What follows belongs to an exercise in optimizing a design on an open flow for small area and a short achievable clock period; a production flow would make more cautious choices. In this exercise RTL edits were held to simulation tests only and were not proved equivalent to the original. Power and IR drop assume default switching activity.

## cpu
module cpu( clk, rst_n, hlt, pc, imem_data, dmem_addr, dmem_wdata, dmem_we, dmem_rdata);
For scale: ~1800 cells after synthesis, about 280 flip-flops, about 84 I/O pins, roughly 0.019 mm² of cells after synthesis.
Settings: LEC_CHECK=0, CAP_MARGIN=20, CORE_MARGIN=2, CORE_UTILIZATION=40, PLACE_DENSITY=0.6, SETUP_SLACK_MARGIN=5, SLEW_MARGIN=20, SYNTH_HIERARCHICAL=1; clock period 22.0 ns.
standard.sh (not shown) runs the stock make flow with config.mk's settings and CLKGATE_MAP_FILE= SYNTH_SCRIPT=/design/flow/synth_recipe.tcl, a recipe that flattens the netlist after the stock synthesis.
==> flow/flow/run.sh <==
#!/bin/bash
# Standard layout; the port buffers are buf_4 cells.
set -euo pipefail
export BUFFER_PORTS_ARGS="-buffer_cell sky130_fd_sc_hd__buf_4"
bash standard.sh > standard.log 2>&1
Change:
==> flow/run.sh (new file) <==
#!/bin/bash
# synth_recipe.tcl (not shown) runs the flow's synth.tcl, then flattens the netlist and writes it again
# the make line also repeats each setting of config.mk as NAME=value (left out here)
make -C /OpenROAD-flow-scripts/flow DESIGN_CONFIG=/design/flow/config.mk WORK_HOME=/design/flow/orfs CLKGATE_MAP_FILE= SYNTH_SCRIPT=/design/flow/synth_recipe.tcl finish
--- a/flow/config.mk
+++ b/flow/config.mk
@@ -6,9 +6,9 @@
 export NUM_CORES = 4
 export LEC_CHECK = 0
+export ABC_AREA = 1
 export CAP_MARGIN = 20
 export CORE_MARGIN = 2
 export CORE_UTILIZATION = 40
 export PLACE_DENSITY = 0.6
-export SETUP_SLACK_MARGIN = 5
 export SLEW_MARGIN = 20
 export SYNTH_HIERARCHICAL = 1
removed: flow/flow/run.sh
removed: flow/standard.sh
Cell area came out higher by about 9%.
Final cell count grows by about 50%.
Non-clock buffer count falls by 13.
Power shrinks by about 1.1%.
Clock skew went up by 9.8 ps.
Hold slack got worse by 36 ps.
Routed wire length fell by about 1.8%.
Critical path depth rises by 6.
Change:
--- a/flow/config.mk
+++ b/flow/config.mk
@@ -6,9 +6,9 @@
 export NUM_CORES = 4
 export LEC_CHECK = 0
-export ABC_AREA = 1
 export CAP_MARGIN = 20
 export CORE_MARGIN = 2
 export CORE_UTILIZATION = 40
 export PLACE_DENSITY = 0.6
+export SETUP_SLACK_MARGIN = 5
 export SLEW_MARGIN = 20
 export SYNTH_HIERARCHICAL = 1
Outcome: The changed run ran to the end with no violations; power increases by about 1.6%; non-clock buffer count increases by 26; design area decreases by about 7%; count of clock-buffer cells in the layout decreases by 3; clock power decreases by 7.6%; synthesized cell count decreases by about 37%; combinational power increases by about 8%; die area decreases by 8.6%; routed wire length increases by about 2%.

========
## v2
cpu, a different RTL version from the one above (not shown whole).
Size in the first run: ~1600 cells after synthesis, roughly 280 flip-flops, ~84 I/O pins, about 18000 µm² of cells after synthesis.
clock: 22.0 ns
lec_check: 0
cap_margin: 20
core_margin: 2
core_utilization: 40
cts_cluster_diameter: 80
cts_cluster_size: 22
place_density: 0.6
slew_margin: 20
synth_hierarchical: 1
==> flow/flow/run.sh <==
#!/bin/bash
# The standard layout (standard.sh) with two changes:
#  - synthesis is ORFS's synth.tcl and synth_recipe.tcl unchanged except for the one ABC call,
#    which maps each module with its own ABC script: alu with $W/flow/abc_area2.script, rdport with $S/abc_speed.script,
#    cpu with $W/flow/abc_area2.script (scripts named flow/... are in this folder, the others are ORFS's);
#  - the port buffers are buf_2 cells;
#  - repair_timing aims for 8 ns of setup slack (SETUP_SLACK_MARGIN=8).
# make's output goes to standard.log; ORFS keeps each step's log under orfs/logs/.
set -euo pipefail
W=$(pwd)
S=$FLOW_HOME/scripts
ALU=$W/flow/abc_area2.script; RDP=$S/abc_speed.script; CPU=$W/flow/abc_area2.script
sed 's|^  log_cmd abc {\*}\$abc_args$|  log_cmd abc {*}[lreplace $abc_args 1 1 '"$ALU"'] alu\n  log_cmd abc {*}[lreplace $abc_args 1 1 '"$RDP"'] rdport\n  log_cmd abc {*}[lreplace $abc_args 1 1 '"$CPU"'] cpu|' \
  "$S/synth.tcl" > "$W/flow_synth.tcl"
grep -q "lreplace .abc_args 1 1 $CPU. cpu" "$W/flow_synth.tcl"
sed "s|source \$::env(SCRIPTS_DIR)/synth.tcl|source $W/flow_synth.tcl|" "$W/synth_recipe.tcl" > "$W/flow_synth_recipe.tcl"
grep -q "source $W/flow_synth.tcl" "$W/flow_synth_recipe.tcl"
sed "s|SYNTH_SCRIPT=[^ ]*|SYNTH_SCRIPT=$W/flow_synth_recipe.tcl|" "$W/standard.sh" > "$W/standard_mix.sh"
grep -q "SYNTH_SCRIPT=$W/flow_synth_recipe.tcl" "$W/standard_mix.sh"
export SETUP_SLACK_MARGIN=8
export BUFFER_PORTS_ARGS="-buffer_cell sky130_fd_sc_hd__buf_2"
bash "$W/standard_mix.sh" > standard.log 2>&1
==> flow/flow/abc_area2.script <==
strash
&get -n
&dch -f
&nf -R 1000
&put
topo
stime -c
buffer -c
upsize -c
dnsize -c
> inputs changed (v2 -> v23)
--- a/flow/flow/run.sh
+++ b/flow/flow/run.sh
@@ -7 +7,2 @@
-#  - repair_timing aims for 8 ns of setup slack (SETUP_SLACK_MARGIN=8).
+#  - repair_timing aims for 8 ns of setup slack (SETUP_SLACK_MARGIN=8);
+#  - no ADDER_MAP_FILE: ABC maps the adders along with the rest of the logic.
@@ -20,0 +22 @@
+export ADDER_MAP_FILE=
Notes after the runs:
The fmax of v23 is higher than that of v2.
Compared v2 against v23; post-route clock skew within noise.
v23 against v2: compound-cell area share of the yosys netlist +1.6 points; sequential share of layout area +0.87 points; register share of total power +1.3 points.
Against v2, v23 comes in 0.7 points higher on share of total power in the clock network.
~same clock tree cell share of total cell area in v2 and v23
| minimum setup slack in the final design | v23 vs v2 | 0.17 ns higher |
v23: antenna diode count 1 above v2
For v30, these inputs were changed with respect to v23:
--- a/flow/flow/run.sh
+++ b/flow/flow/run.sh
@@ -7,2 +7 @@
-#  - repair_timing aims for 8 ns of setup slack (SETUP_SLACK_MARGIN=8);
-#  - no ADDER_MAP_FILE: ABC maps the adders along with the rest of the logic.
+#  - repair_timing aims for 9 ns of setup slack (SETUP_SLACK_MARGIN=9).
@@ -21,2 +20 @@
-export SETUP_SLACK_MARGIN=8
-export ADDER_MAP_FILE=
+export SETUP_SLACK_MARGIN=9
Notes after the runs:
- v30 finished all stages; the layout is clean.
- Against v23, v30 comes in 115 higher on final layout net count.
- Compared v30 vs v23, and total power is up in v30.
- Taking v23 as the reference point, the area of all placed cells without fillers of v30 rises by 2000 µm².
## Diff of input files: v32 against v30
Settings: PLACE_DENSITY: 0.6 -> 0.7; CORE_UTILIZATION: 40 -> 55.
--- a/flow/flow/run.sh
+++ b/flow/flow/run.sh
@@ -7 +7 @@
-#  - repair_timing aims for 9 ns of setup slack (SETUP_SLACK_MARGIN=9).
+#  - repair_timing aims for 8 ns of setup slack (SETUP_SLACK_MARGIN=8).
@@ -20 +20 @@
-export SETUP_SLACK_MARGIN=9
+export SETUP_SLACK_MARGIN=8
Results
- v32 reached the end of the flow, and the finished layout is clean on the timing, design-rule and antenna checks.
- Summary: with v30 as the reference, power in v32 moved down by a little under 10%.
- Against v30 as the reference, v32 delivers a lower setup fix buffers added after clock tree synthesis.
- The final setup skew number comes out higher for v32 vs v30.
- v32 against v30: area of the die fell about 27%; total stage count of the critical path went down 2.
- Final core area utilization was higher in the run labelled v32.
- Summary of v32 over v30: power dissipated by switching net loads went down, wire length of the first global-routing pass went down about 8%, clock input transition at the sequential cells of the worst setup and hold paths flat, total wire length saw a decrease.
- Share of the cycle needed by the critical path after routing up 1.5 points in v32 wrt v30
[inputs] v54 vs v32
Settings: PLACE_DENSITY now 0.6, was 0.7; CORE_UTILIZATION now 40, was 55.
--- a/flow/flow/run.sh
+++ b/flow/flow/run.sh
@@ -2 +2 @@
-# The standard layout (standard.sh) with two changes:
+# The standard layout (standard.sh) with these changes:
@@ -7 +7,2 @@
-#  - repair_timing aims for 8 ns of setup slack (SETUP_SLACK_MARGIN=8).
+#  - repair_timing aims for 8.5 ns of setup slack (SETUP_SLACK_MARGIN=8.5);
+#  - no ADDER_MAP_FILE: ABC maps the adders along with the rest of the logic.
@@ -20 +21,2 @@
-export SETUP_SLACK_MARGIN=8
+export SETUP_SLACK_MARGIN=8.5
+export ADDER_MAP_FILE=
## What came out
v32 → v54: wire length the detailed router placed on met1 grew by 11%; non-clock buffer count grew by 18. Between v54 and v32, it is v54 whose adder-cell share of the synthesized area is lower, by 6.6 points. Capture point of the worst path: dmem_addr[15] -> v32, dmem_addr[12] -> v54. From v32 to v54 the numbers moved as follows: finished layout cell area shows an increase of 3.9%; total power consumption of the routed design level; detail-routed via count per cell moved down; maximum VDD drop went down 14 µV; number of rows created at floorplan went up about 18%. v54 drops more vias than v32. Cell area after synthesis (v54 vs. v32) increases slightly. Count of clock-buffer cells in the layout: v54 < v32.

[afterwards: timing with drivers on the ports]
In the flow no input, the clock included, has a driving cell. The finished layouts below were timed again as built, in two steps.
Step 1: set_driving_cell puts a clkbuf_16 on clk and a buf_2 on each other input, an assumption about the parent block.
Step 2 moves the port delays by t, midway between the first and last clock arrival at a register: inputs arrive t later, outputs are due t later. That takes back most of the time a late clock gives input paths.
a / b / c = ideal / step 1 / step 2; a / b = the first two.
| run | t (ns) | setup WS [ns] | worst setup path after step 2 | latest minus earliest clock arrival (ns) | slew at the worst register clock pin (ns) |
|---|---|---|---|---|---|
| the first run of note 1 | 0.617 | 5.533 / 5.500 / 5.500 | input to output | 0.017 / 0.016 | 0.07 / 0.07 |
| the second run of note 1 | 0.615 | 5.678 / 5.655 / 5.655 | input to output | 0.027 / 0.027 | 0.07 / 0.07 |
| the third run of note 1 | 0.624 | 5.394 / 5.367 / 5.367 | input to output | 0.029 / 0.028 | 0.07 / 0.07 |
| v2 | 0.559 | 8.076 / 8.007 / 8.007 | input to output | 0.018 / 0.018 | 0.09 / 0.09 |
| v23 | 0.556 | 8.249 / 8.211 / 8.211 | input to output | 0.018 / 0.019 | 0.09 / 0.09 |
| v30 | 0.569 | 8.345 / 8.259 / 8.259 | input to output | 0.026 / 0.026 | 0.10 / 0.10 |
| v32 | 0.573 | 8.017 / 7.983 / 7.983 | input to output | 0.045 / 0.044 | 0.09 / 0.09 |
| v54 | 0.558 | 8.568 / 8.530 / 8.530 | input to output | 0.016 / 0.017 | 0.09 / 0.09 |
After both steps every run listed still meets setup and hold. For v30, which loses most, drivers alone change the setup slack by -0.086 ns; drivers and shift together by -0.086 ns.
